This is an optimization exercise on Yosys and OpenROAD, whose aim is a short achievable clock period and few clock cycles, not a production implementation.
In this exercise RTL edits were held to simulation tests only and were not proved equivalent to the original.

==> inputs of xenon <==
// PMIPS_TOP
module PMIPS_TOP (
    input  wire CLK,RST,
    output wire [31:0] imem_addr,
    input  wire [31:0] imem_rdata,
    output wire [31:0] dmem_addr,
    output wire [31:0] dmem_wdata,
    output wire        dmem_we,
    input  wire [31:0] dmem_rdata
);
localparam MQW = 338;    
reg  [31:2] pc_f, pcx_f;
reg         bv [0:3];
reg  [11:2] btag [0:3];
reg  [31:2] bdst [0:3];
reg  [1:0]  brr;
reg         bw_v;
reg  [1:0]  bw_i;
reg  [11:2] bw_tag;
reg  [31:2] bw_dst;
reg  [31:0] ins_d;
reg  [31:2] pcp4_d;
reg  [11:2] pc_d;
reg         v_d, hit_d;
reg  [31:0] rsoh_d, rtoh_d;      
reg         seq_d, tk_ok_d;      
reg  [1:0]  hidx_d;
reg  [31:0] opa_e, opb_e, ops_e;
reg         fs_e, ns_e;
reg         c_ab, c_Ab, c_aB, c_AB;
reg         eqab_e;                          
reg         s_ab, s_Ab, s_aB, s_AB, d_ab, d_Ab, d_aB;
reg         fam_e, nam_e, fbm_e, nbm_e;      
reg         kill_e;                          
reg         slt_e;
reg         we_e, lw_e, mul_e, sltw_e, sw_e, br_e;
reg         xadd_e;                          
reg  [4:0]  dst_e;
reg  [31:2] btgt_e, pcp4_e;
reg  [11:2] pc_e;
reg         pt_e, hit_e;
reg  [1:0]  hidx_e;
reg  [31:0] alu_m, st_m, addr_m;
reg         sltv_m;              
reg         we_m, lw_m, mul_m, sw_m;
reg  [4:0]  dst_m;
reg  [MQW-1:0] mq_m;
reg  [31:0] res_w, mx_w, my_w;
reg         we_w, mul_w;
reg  [4:0]  dst_w;
reg  [31:0] res_x;
reg         we_x;
reg  [4:0]  dst_x;
wire [31:0] mul_w_res = mx_w + my_w;
wire [31:0] wres = mul_w ? mul_w_res : res_w;
wire [32*32-1:0] rf_flat;
assign rf_flat[31:0] = 32'd0;
genvar gi;
generate
  for (gi = 1; gi < 32; gi = gi + 1) begin : RF
    reg [31:0] r;
    always @(posedge CLK or negedge RST) begin
      if (!RST) r <= 32'd0;
      else if (we_x && dst_x == gi) r <= res_x;
    end
    assign rf_flat[gi*32 +: 32] = r;
  end
endgenerate
wire [31:2] pcp4_f = pc_f + 30'd1;
assign imem_addr = {pcx_f, 2'b00};
wire [3:0] bhit;
genvar gb;
generate
  for (gb = 0; gb < 4; gb = gb + 1) begin : BH
    assign bhit[gb] = bv[gb] && (btag[gb] == pc_f[11:2]);
  end
endgenerate
wire        hit_f  = |bhit;
wire [1:0]  hidx_f = {bhit[3] | bhit[2], bhit[3] | bhit[1]};
  ...
clock: 12.0 ns
lec_check: 0
abc_clock_period_in_ps: 3000
cap_margin: 20
core_margin: 2
core_utilization: 38
gpl_routability_driven: 1
place_density: 0.6
slew_margin: 20
standard.sh (not shown) runs the stock make flow with config.mk's settings and CLKGATE_MAP_FILE= SYNTH_SCRIPT=/design/flow/synth_recipe.tcl, a recipe that flattens the netlist after the stock synthesis.
==> flow/flow/run.sh <==
#!/bin/bash
set -euo pipefail
MARGIN=8.25
bash standard.sh SETUP_SLACK_MARGIN=$MARGIN POST_RESIZE_TCL=$PWD/flow/pins.tcl finish > standard.log 2>&1
==> flow/flow/pins.tcl <==
# POST_RESIZE hook: put each flip-flop that drives an output port's buffer right next to that
# buffer, so the register-to-pin wire is short. Detailed placement legalizes afterwards.
set block [ord::get_db_block]
set die [$block getDieArea]
set dx0 [$die xMin]; set dy0 [$die yMin]; set dx1 [$die xMax]; set dy1 [$die yMax]
set moved 0
foreach bt [$block getBTerms] {
  if {[$bt getIoType] != "OUTPUT"} { continue }
  set net [$bt getNet]
  set buf ""
  foreach it [$net getITerms] { if {[$it isOutputSignal]} { set buf [$it getInst] } }
  if {$buf == ""} { continue }
  set n2 ""
  foreach it [$buf getITerms] { if {[$it isInputSignal] && [$it getNet] != "NULL" && [[$it getNet] getSigType] == "SIGNAL"} { set n2 [$it getNet] } }
  if {$n2 == ""} { continue }
  set ff ""
  set nsinks 0
  foreach it [$n2 getITerms] {
    if {[$it isOutputSignal]} { set ff [$it getInst] } else { incr nsinks }
  }
  if {$ff == "" || ![[$ff getMaster] isSequential]} { continue }
  set bl [$buf getLocation]
  set bx [lindex $bl 0]; set by [lindex $bl 1]
  # step inward from the nearest die edge
  set d [list [expr {$bx - $dx0}] [expr {$dx1 - $bx}] [expr {$by - $dy0}] [expr {$dy1 - $by}]]
  set m [lsearch $d [tcl::mathfunc::min {*}$d]]
  set off 6000
  switch $m {
    0 { set nx [expr {$bx + $off}]; set ny $by }
    1 { set nx [expr {$bx - $off}]; set ny $by }
    2 { set nx $bx; set ny [expr {$by + $off}] }
    3 { set nx $bx; set ny [expr {$by - $off}] }
  }
  $ff setLocation $nx $ny
  incr moved
  puts "pins.tcl: moved [$ff getName] next to [$buf getName] ([$bt getName]), $nsinks sinks on its net"
}
puts "pins.tcl: moved $moved flip-flops"
==> maple: changes against xenon <==
--- a/flow/design.v
+++ b/flow/design.v
@@ -1867,12 +1867,38 @@
   assign y[29] = t544;
   assign x[30] = t547;
   assign y[30] = t546;
   assign x[31] = t549;
   assign y[31] = t548;
 endmodule
+module Control_Unit (
+    input  wire [31:0] ins,
+    output wire [20:0] dec       
+);
+wire [5:0] op = ins[31:26];
+wire [5:0] fn = ins[5:0];
+wire is_r    = (op == 6'b000000);
+wire is_addi = (op == 6'b001000);
+wire is_lw   = (op == 6'b100011);
+wire is_sw   = (op == 6'b101011);
+wire is_beq  = (op == 6'b000100);
+wire is_j    = (op == 6'b000010);
+wire same    = (ins[25:21] == ins[20:16]);
+wire is_sub  = is_r && (fn == 6'b100010);
+wire is_slt  = is_r && (fn == 6'b101010);
+wire is_mul  = is_r && (fn == 6'b011100);
+wire [4:0] dst = is_r ? ins[15:11] : ins[20:16];
+wire wr      = (is_r || is_addi || is_lw) && (dst != 5'd0);
+wire use_rs  = is_r || is_addi || is_lw || is_sw || (is_beq && !same);
+wire use_rt  = is_r || is_sw || (is_beq && !same);
+wire use_imm = is_addi || is_lw || is_sw;
+wire bsame   = is_beq && same;
+wire bdiff   = is_beq && !same && (ins[15:0] != 16'd0);
+assign dec = {bdiff, bsame, use_imm, use_rt, use_rs, wr, dst,
+              is_mul, is_slt, is_sub, is_j, is_beq, is_sw, is_lw, is_addi, is_r};
+endmodule
 module PMIPS_TOP (
     input  wire CLK,RST,
     output wire [31:0] imem_addr,
     input  wire [31:0] imem_rdata,
     output wire [31:0] dmem_addr,
     output wire [31:0] dmem_wdata,
@@ -1891,19 +1917,19 @@
 reg  [31:2] bw_dst;
 reg  [31:0] ins_d;
 reg  [31:2] pcp4_d;
 reg  [11:2] pc_d;
 reg         v_d, hit_d;
 reg  [31:0] rsoh_d, rtoh_d;      
+reg  [4:0]  rsf_d, rtf_d;        
+reg  [20:0] dec_d;               
 reg         seq_d, tk_ok_d;      
 reg  [1:0]  hidx_d;
 reg  [31:0] opa_e, opb_e, ops_e;
-reg         fs_e, ns_e;
-reg         c_ab, c_Ab, c_aB, c_AB;
-reg         eqab_e;                          
-reg         s_ab, s_Ab, s_aB, s_AB, d_ab, d_Ab, d_aB;
+reg         fa_e, fb_e, fs_e, na_e, nb_e, ns_e;
+reg         add_e, sub_e;
 reg         fam_e, nam_e, fbm_e, nbm_e;      
 reg         kill_e;                          
 reg         slt_e;
 reg         we_e, lw_e, mul_e, sltw_e, sw_e, br_e;
 reg         xadd_e;                          
 reg  [4:0]  dst_e;
@@ -1961,33 +1987,32 @@
     wire [31:2] kgen = (ka & kb) | ((ka | kb) & ~kc);
     assign tk_f[gb] = ((ka ^ kb ^ kc) == {kgen[30:2], 1'b1});
   end
 endgenerate
 wire tk_ok_f = hit_f ? |(bhit & tk_f) : (imem_rdata[15:0] == 16'd0);
 wire seq_f   = !jmp_f && !hit_f;
-wire [5:0]  op_d = ins_d[31:26];
-wire [4:0]  rs_d = ins_d[25:21];
-wire [4:0]  rt_d = ins_d[20:16];
-wire [4:0]  rd_d = ins_d[15:11];
-wire [5:0]  fn_d = ins_d[5:0];
+wire [20:0] dec_f, dec_hold;
+Control_Unit DEC_F (.ins(imem_rdata), .dec(dec_f));
+Control_Unit DEC_D (.ins(ins_d), .dec(dec_hold));
+wire [4:0]  rs_d = rsf_d;
+wire [4:0]  rt_d = rtf_d;
 wire [31:0] imm_d = {{16{ins_d[15]}}, ins_d[15:0]};
-wire is_r    = (op_d == 6'b000000);
-wire is_addi = (op_d == 6'b001000);
-wire is_lw   = (op_d == 6'b100011);
-wire is_sw   = (op_d == 6'b101011);
-wire is_beq  = (op_d == 6'b000100);
-wire is_j    = (op_d == 6'b000010);
-wire same_d  = (rs_d == rt_d);
-wire is_sub  = is_r && (fn_d == 6'b100010);
-wire is_slt  = is_r && (fn_d == 6'b101010);
-wire is_mul  = is_r && (fn_d == 6'b011100);
-wire [4:0] dst_d = is_r ? rd_d : rt_d;
-wire wr_d   = (is_r || is_addi || is_lw) && (dst_d != 5'd0);
-wire use_rs = is_r || is_addi || is_lw || is_sw || (is_beq && !same_d);
-wire use_rt = is_r || is_sw || (is_beq && !same_d);
-wire use_imm = is_addi || is_lw || is_sw;
+wire is_r    = dec_d[0];
+wire is_addi = dec_d[1];
+wire is_lw   = dec_d[2];
+wire is_sw   = dec_d[3];
+wire is_beq  = dec_d[4];
+wire is_j    = dec_d[5];
+wire is_sub  = dec_d[6];
+wire is_slt  = dec_d[7];
+wire is_mul  = dec_d[8];
+wire [4:0] dst_d = dec_d[13:9];
+wire wr_d    = dec_d[14];
+wire use_rs  = dec_d[15];
+wire use_rt  = dec_d[16];
+wire use_imm = dec_d[17];
 wire add_d   = !(is_sub || is_slt);
 wire rs_e = we_e && (dst_e == rs_d);
 wire rs_m = we_m && (dst_m == rs_d);
 wire rs_w = we_w && (dst_w == rs_d);
 wire rs_x = we_x && (dst_x == rs_d);
 wire rt_e = we_e && (dst_e == rt_d);
@@ -2012,42 +2037,38 @@
   end
 end
 wire [31:0] rsv_d = rs_m ? mval : rs_w ? wres : rs_x ? res_x : rf_rs;
 wire [31:0] rtv_d = rt_m ? mval : rt_w ? wres : rt_x ? res_x : rf_rt;
 wire [31:2] btgt_d = pcp4_d + imm_d[29:0];
 wire [31:2] jtgt_d = {pcp4_d[31:28], ins_d[25:0]};
-wire bsame_d = is_beq && same_d;
-wire bdiff_d = is_beq && !same_d && (ins_d[15:0] != 16'd0);
+wire bsame_d = dec_d[18];
+wire bdiff_d = dec_d[19];
 wire zero_e;
 wire bz_d  = bdiff_d && xadd_e && ((rt_d == 5'd0 && rs_e) || (rs_d == 5'd0 && rt_e));
 wire bzt_d = bz_d && zero_e;
 wire ok_d  = is_j || (bsame_d ? tk_ok_d : bz_d ? (zero_e ? tk_ok_d : seq_d) :
                       bdiff_d ? (tk_ok_d || seq_d) : seq_d);
 wire [31:2] rtgt_d = is_j ? jtgt_d : (bsame_d || bzt_d) ? btgt_d : pcp4_d;
+wire [31:0] srca = ({32{fa_e}} & alu_m) | ({32{na_e}} & opa_e);
+wire [31:0] srcb = ({32{fb_e}} & alu_m) | ({32{nb_e}} & opb_e);
 wire [31:0] stv  = ({32{fs_e}} & alu_m) | ({32{ns_e}} & ops_e);
-wire [31:0] sum_ab = opa_e + opb_e;
-wire [31:0] sum_Ab = alu_m + opb_e;
-wire [31:0] sum_aB = opa_e + alu_m;
-wire [31:0] sum_AB = {alu_m[30:0], 1'b0};
-wire [32:0] dif_ab = {1'b0, opa_e} - {1'b0, opb_e};
-wire [32:0] dif_Ab = {1'b0, alu_m} - {1'b0, opb_e};
-wire [32:0] dif_aB = {1'b0, opa_e} - {1'b0, alu_m};
-wire [31:0] alu_e = ({32{s_ab}} & sum_ab) | ({32{s_Ab}} & sum_Ab) | ({32{s_aB}} & sum_aB) |
-                    ({32{s_AB}} & sum_AB) | ({32{d_ab}} & dif_ab[31:0]) |
-                    ({32{d_Ab}} & dif_Ab[31:0]) | ({32{d_aB}} & dif_aB[31:0]);
-wire [31:0] sum_e = ({32{c_ab}} & sum_ab) | ({32{c_Ab}} & sum_Ab) | ({32{c_aB}} & sum_aB) |
-                    ({32{c_AB}} & sum_AB);
-wire        ltu_e = (c_ab && dif_ab[32]) || (c_Ab && dif_Ab[32]) || (c_aB && dif_aB[32]);
+wire [31:0] sum_e = srca + srcb;
+wire [32:0] dif_e = {1'b0, srca} - {1'b0, srcb};
+wire        ltu_e = dif_e[32];
+wire [31:0] alu_e = ({32{add_e}} & sum_e) | ({32{sub_e}} & dif_e[31:0]);
 wire z_ab = ((opa_e ^ opb_e) == {(opa_e[30:0] | opb_e[30:0]), 1'b0});
 wire z_Ab = ((alu_m ^ opb_e) == {(alu_m[30:0] | opb_e[30:0]), 1'b0});
 wire z_aB = ((opa_e ^ alu_m) == {(opa_e[30:0] | alu_m[30:0]), 1'b0});
 wire z_AB = (alu_m[30:0] == 31'd0);
-assign zero_e = (c_ab && z_ab) || (c_Ab && z_Ab) || (c_aB && z_aB) || (c_AB && z_AB);
+assign zero_e = (na_e && nb_e && z_ab) || (fa_e && nb_e && z_Ab) || (na_e && fb_e && z_aB) ||
+                (fa_e && fb_e && z_AB);
+wire eq_ab = (opa_e == opb_e);
 wire eq_mb = (alu_m == opb_e);
 wire eq_am = (opa_e == alu_m);
-wire eq_e  = c_AB || (c_Ab && eq_mb) || (c_aB && eq_am) || (c_ab && eqab_e);
+wire eq_e  = (fa_e && fb_e) || (fa_e && nb_e && eq_mb) || (na_e && fb_e && eq_am) ||
+             (na_e && nb_e && eq_ab);
 wire redirect_e = br_e && !kill_e && (eq_e != pt_e);
 wire [31:2] etgt_e = pt_e ? pcp4_e : btgt_e;
 wire redirect_d = v_d && !ok_d && !redirect_e && !stall_d;
 wire esel   = br_e && !kill_e;
 wire bins_e = esel && eq_e && !pt_e;
 wire bins_d = redirect_d && (is_j || bsame_d);
@@ -2115,14 +2136,12 @@
   if (!stall_d) begin
     ins_d  <= imem_rdata;
     pc_d   <= pc_f[11:2];
     pcp4_d <= pcp4_f;
     hit_d  <= hit_f;
     hidx_d <= hidx_f;
-    rsoh_d <= 32'd1 << imem_rdata[25:21];
-    rtoh_d <= 32'd1 << imem_rdata[20:16];
     seq_d  <= seq_f;
     tk_ok_d <= tk_ok_f;
   end
   if (esel) begin
     bw_tag <= pc_e;
     bw_dst <= btgt_e;
@@ -2131,27 +2150,26 @@
     bw_dst <= rtgt_d;
   end
   if (bw_v) begin
     btag[bw_i] <= bw_tag;
     bdst[bw_i] <= bw_dst;
   end
+  rsoh_d <= stall_d ? (32'd1 << ins_d[25:21]) : (32'd1 << imem_rdata[25:21]);
+  rtoh_d <= stall_d ? (32'd1 << ins_d[20:16]) : (32'd1 << imem_rdata[20:16]);
+  rsf_d  <= stall_d ? ins_d[25:21] : imem_rdata[25:21];
+  dec_d  <= stall_d ? dec_hold : dec_f;
+  rtf_d  <= stall_d ? ins_d[20:16] : imem_rdata[20:16];
   opa_e  <= rsv_d;
   opb_e  <= use_imm ? imm_d : rtv_d;
   ops_e  <= rtv_d;
-  eqab_e <= (rsv_d == rtv_d);
-  c_ab   <= !fwa_d && !fwb_d;
-  c_Ab   <=  fwa_d && !fwb_d;
-  c_aB   <= !fwa_d &&  fwb_d;
-  c_AB   <=  fwa_d &&  fwb_d;
-  s_ab   <= add_d && !fwa_d && !fwb_d;
-  s_Ab   <= add_d &&  fwa_d && !fwb_d;
-  s_aB   <= add_d && !fwa_d &&  fwb_d;
-  s_AB   <= add_d &&  fwa_d &&  fwb_d;
-  d_ab   <= is_sub && !fwa_d && !fwb_d;
-  d_Ab   <= is_sub &&  fwa_d && !fwb_d;
-  d_aB   <= is_sub && !fwa_d &&  fwb_d;
+  fa_e   <= fwa_d;
+  na_e   <= !fwa_d;
+  fb_e   <= fwb_d;
+  nb_e   <= !fwb_d;
+  add_e  <= add_d;
+  sub_e  <= is_sub;
   fs_e   <= rt_e;
   ns_e   <= !rt_e;
   fam_e  <= is_mul && rs_e;
   nam_e  <= is_mul && !rs_e;
   fbm_e  <= is_mul && rt_e;
   nbm_e  <= is_mul && !rt_e;
--- a/flow/config.mk
+++ b/flow/config.mk
@@ -5,10 +5,10 @@
 export SDC_FILE = /design/flow/constraint.sdc
 export NUM_CORES = 4
 export LEC_CHECK = 0
 export ABC_CLOCK_PERIOD_IN_PS = 3000
 export CAP_MARGIN = 20
 export CORE_MARGIN = 2
-export CORE_UTILIZATION = 38
+export CORE_UTILIZATION = 35
 export GPL_ROUTABILITY_DRIVEN = 1
 export PLACE_DENSITY = 0.6
 export SLEW_MARGIN = 20
==> ember: changes against xenon <==
--- a/flow/design.v
+++ b/flow/design.v
@@ -1902,13 +1902,12 @@
 reg         eqab_e;                          
 reg         s_ab, s_Ab, s_aB, s_AB, d_ab, d_Ab, d_aB;
 reg         fam_e, nam_e, fbm_e, nbm_e;      
 reg         kill_e;                          
 reg         slt_e;
 reg         we_e, lw_e, mul_e, sltw_e, sw_e, br_e;
-reg         xadd_e;                          
 reg  [4:0]  dst_e;
 reg  [31:2] btgt_e, pcp4_e;
 reg  [11:2] pc_e;
 reg         pt_e, hit_e;
 reg  [1:0]  hidx_e;
 reg  [31:0] alu_m, st_m, addr_m;
@@ -1950,19 +1949,19 @@
 wire [1:0]  hidx_f = {bhit[3] | bhit[2], bhit[3] | bhit[1]};
 wire [31:2] ptgt_f = ({30{bhit[0]}} & bdst[0]) | ({30{bhit[1]}} & bdst[1]) |
                      ({30{bhit[2]}} & bdst[2]) | ({30{bhit[3]}} & bdst[3]);
 wire        jmp_f  = (imem_rdata[31:26] == 6'b000010);
 wire [31:2] jtgt_f = {pcp4_f[31:28], imem_rdata[25:0]};
 wire [31:2] npc_f  = jmp_f ? jtgt_f : hit_f ? ptgt_f : pcp4_f;
-wire [31:2] ka = pc_f, kb = {{14{imem_rdata[15]}}, imem_rdata[15:0]};
+wire [31:2] ka = pcp4_f, kb = {{14{imem_rdata[15]}}, imem_rdata[15:0]};
 wire [3:0] tk_f;
 generate
   for (gb = 0; gb < 4; gb = gb + 1) begin : TK
     wire [31:2] kc = bdst[gb];
     wire [31:2] kgen = (ka & kb) | ((ka | kb) & ~kc);
-    assign tk_f[gb] = ((ka ^ kb ^ kc) == {kgen[30:2], 1'b1});
+    assign tk_f[gb] = ((ka ^ kb ^ kc) == {kgen[30:2], 1'b0});
   end
 endgenerate
 wire tk_ok_f = hit_f ? |(bhit & tk_f) : (imem_rdata[15:0] == 16'd0);
 wire seq_f   = !jmp_f && !hit_f;
 wire [5:0]  op_d = ins_d[31:26];
 wire [4:0]  rs_d = ins_d[25:21];
@@ -2014,18 +2013,14 @@
 wire [31:0] rsv_d = rs_m ? mval : rs_w ? wres : rs_x ? res_x : rf_rs;
 wire [31:0] rtv_d = rt_m ? mval : rt_w ? wres : rt_x ? res_x : rf_rt;
 wire [31:2] btgt_d = pcp4_d + imm_d[29:0];
 wire [31:2] jtgt_d = {pcp4_d[31:28], ins_d[25:0]};
 wire bsame_d = is_beq && same_d;
 wire bdiff_d = is_beq && !same_d && (ins_d[15:0] != 16'd0);
-wire zero_e;
-wire bz_d  = bdiff_d && xadd_e && ((rt_d == 5'd0 && rs_e) || (rs_d == 5'd0 && rt_e));
-wire bzt_d = bz_d && zero_e;
-wire ok_d  = is_j || (bsame_d ? tk_ok_d : bz_d ? (zero_e ? tk_ok_d : seq_d) :
-                      bdiff_d ? (tk_ok_d || seq_d) : seq_d);
-wire [31:2] rtgt_d = is_j ? jtgt_d : (bsame_d || bzt_d) ? btgt_d : pcp4_d;
+wire ok_d  = is_j || (bsame_d ? tk_ok_d : bdiff_d ? (tk_ok_d || seq_d) : seq_d);
+wire [31:2] rtgt_d = is_j ? jtgt_d : bsame_d ? btgt_d : pcp4_d;
 wire [31:0] stv  = ({32{fs_e}} & alu_m) | ({32{ns_e}} & ops_e);
 wire [31:0] sum_ab = opa_e + opb_e;
 wire [31:0] sum_Ab = alu_m + opb_e;
 wire [31:0] sum_aB = opa_e + alu_m;
 wire [31:0] sum_AB = {alu_m[30:0], 1'b0};
 wire [32:0] dif_ab = {1'b0, opa_e} - {1'b0, opb_e};
@@ -2034,17 +2029,12 @@
 wire [31:0] alu_e = ({32{s_ab}} & sum_ab) | ({32{s_Ab}} & sum_Ab) | ({32{s_aB}} & sum_aB) |
                     ({32{s_AB}} & sum_AB) | ({32{d_ab}} & dif_ab[31:0]) |
                     ({32{d_Ab}} & dif_Ab[31:0]) | ({32{d_aB}} & dif_aB[31:0]);
 wire [31:0] sum_e = ({32{c_ab}} & sum_ab) | ({32{c_Ab}} & sum_Ab) | ({32{c_aB}} & sum_aB) |
                     ({32{c_AB}} & sum_AB);
 wire        ltu_e = (c_ab && dif_ab[32]) || (c_Ab && dif_Ab[32]) || (c_aB && dif_aB[32]);
-wire z_ab = ((opa_e ^ opb_e) == {(opa_e[30:0] | opb_e[30:0]), 1'b0});
-wire z_Ab = ((alu_m ^ opb_e) == {(alu_m[30:0] | opb_e[30:0]), 1'b0});
-wire z_aB = ((opa_e ^ alu_m) == {(opa_e[30:0] | alu_m[30:0]), 1'b0});
-wire z_AB = (alu_m[30:0] == 31'd0);
-assign zero_e = (c_ab && z_ab) || (c_Ab && z_Ab) || (c_aB && z_aB) || (c_AB && z_AB);
 wire eq_mb = (alu_m == opb_e);
 wire eq_am = (opa_e == alu_m);
 wire eq_e  = c_AB || (c_Ab && eq_mb) || (c_aB && eq_am) || (c_ab && eqab_e);
 wire redirect_e = br_e && !kill_e && (eq_e != pt_e);
 wire [31:2] etgt_e = pt_e ? pcp4_e : btgt_e;
 wire redirect_d = v_d && !ok_d && !redirect_e && !stall_d;
@@ -2069,13 +2059,12 @@
     v_d  <= 1'b0;
     kill_e <= 1'b0;
     bw_v <= 1'b0;
     bv[0] <= 1'b0; bv[1] <= 1'b0; bv[2] <= 1'b0; bv[3] <= 1'b0;
     brr  <= 2'd0;
     we_e <= 1'b0; lw_e <= 1'b0; mul_e <= 1'b0; sltw_e <= 1'b0; sw_e <= 1'b0; br_e <= 1'b0;
-    xadd_e <= 1'b0;
     we_m <= 1'b0; lw_m <= 1'b0; mul_m <= 1'b0;
     we_w <= 1'b0; mul_w <= 1'b0;
     we_x <= 1'b0;
   end else begin
     if (redirect_e)      pc_f <= etgt_e;
     else if (redirect_d) pc_f <= rtgt_d;
@@ -2089,14 +2078,13 @@
     else if (!stall_d)            v_d <= 1'b1;
     we_e   <= go_d && wr_d;
     lw_e   <= go_d && wr_d && is_lw;
     mul_e  <= go_d && wr_d && is_mul;
     sltw_e <= go_d && wr_d && is_slt;
     sw_e   <= go_d && is_sw;
-    br_e   <= go_d && bdiff_d && !bz_d;
-    xadd_e <= go_d && wr_d && (is_addi || (is_r && !is_sub && !is_slt && !is_mul));
+    br_e   <= go_d && bdiff_d;
     we_m   <= we_e && !kill_e;
     lw_m   <= lw_e && !kill_e;
     mul_m  <= mul_e && !kill_e;
     we_w   <= we_m;
     mul_w  <= mul_m;
     we_x   <= we_w;
--- a/flow/config.mk
+++ b/flow/config.mk
@@ -5,10 +5,10 @@
 export SDC_FILE = /design/flow/constraint.sdc
 export NUM_CORES = 4
 export LEC_CHECK = 0
 export ABC_CLOCK_PERIOD_IN_PS = 3000
 export CAP_MARGIN = 20
 export CORE_MARGIN = 2
-export CORE_UTILIZATION = 38
+export CORE_UTILIZATION = 45
 export GPL_ROUTABILITY_DRIVEN = 1
-export PLACE_DENSITY = 0.6
+export PLACE_DENSITY = 0.65
 export SLEW_MARGIN = 20
==> impl_metrics.env <==
export IMPL_status="no timing/DRC/antenna violations"
export IMPL_startpoint_type="primary input"
export IMPL_globalplace_congestion=1.04
export IMPL_drt_first_pass_iters=14
export IMPL_crit_chain="clkdlybuf4s50_1, o22a_1, and2_1, a221o_1, xor2_1, nor2_1, nand4_1, nor4_1, and4_1, nand4_1, nor4_2"
export IMPL_nFlopsAndLatches=2187
-- figures above: xenon

==> impl_metrics.env <==
export IMPL_status="no timing/DRC/antenna violations"
export IMPL_startpoint_type="flip-flop"
export IMPL_crit_chain="inv_1, ha_4, nor2b_1, o21ai_1, o311a_4, o21ai_4, a221o_2, a2111oi_4, o31a_1, o211ai_1, a221o_1, a221o_1, xnor2_2, a221o_2"
export IMPL_synth_xor_area_frac=0.0377
export IMPL_globalplace_congestion=1.01
export IMPL_synth_common_cells="dfrtp_1, mux2_2, dfxtp_1, nor2_1, inv_1"
export IMPL_drt_first_pass_iters=14
export IMPL_nFlopsAndLatches=2186
-- figures above: ember

==> impl_metrics.env <==
export IMPL_nFlopsAndLatches=2210
export IMPL_slowest_stage="nor3_1"
export IMPL_setup_ws_ps=8150
export IMPL_crit_chain="buf_4, a22o_1, a221oi_1, nand4_1, nor3_1, a211oi_1, a21o_1, a21oi_1, o21ai_0"
export IMPL_drt_first_pass_iters=10
export IMPL_status="no timing/DRC/antenna violations"
export IMPL_startpoint_type="flip-flop"
export IMPL_globalplace_congestion=0.982
-- figures above: maple

Testbench counts of xenon, summed over its fixed seeds: cycles 34,601.
Testbench counts of maple, summed over its fixed seeds: cycles 34,601.
Testbench counts of ember, summed over its fixed seeds: cycles 34,942.

## re-timing with driven ports
The results above use ideal ports. As a check the final layouts listed here were re-extracted and re-timed, cells and wires unchanged.
Step 1, drivers: a clkbuf_16 drives CLK and a buf_2 each remaining input, both assumed.
Step 2 moves the port delays by t, midway between the first and last clock arrival at a register: inputs arrive t later, outputs are due t later. That takes back most of the time a late clock gives input paths.
Three values: no drivers, after step 1, after step 2; two values: the first two.
| run | shift t [ns] | slack for setup (ns) | hold WS [ns] | worst data-port slew with drivers (ns) | cell pins on the clock port's net |
|---|---|---|---|---|---|
| xenon | 1.036 | 7.525 / 7.561 / 6.553 | 0.328 / 0.328 / 0.328 | 0.13 | 1 |
| maple | 1.015 | 8.151 / 8.086 / 7.140 | 0.270 / 0.270 / 0.270 | 0.14 | 1 |
| ember | 0.998 | 7.746 / 7.746 / 6.932 | 0.331 / 0.331 / 0.331 | 0.07 | 1 |
After both steps every run listed still meets setup and hold. For maple, which loses most, drivers alone change the setup slack by -0.065 ns; drivers and shift together by -1.011 ns.
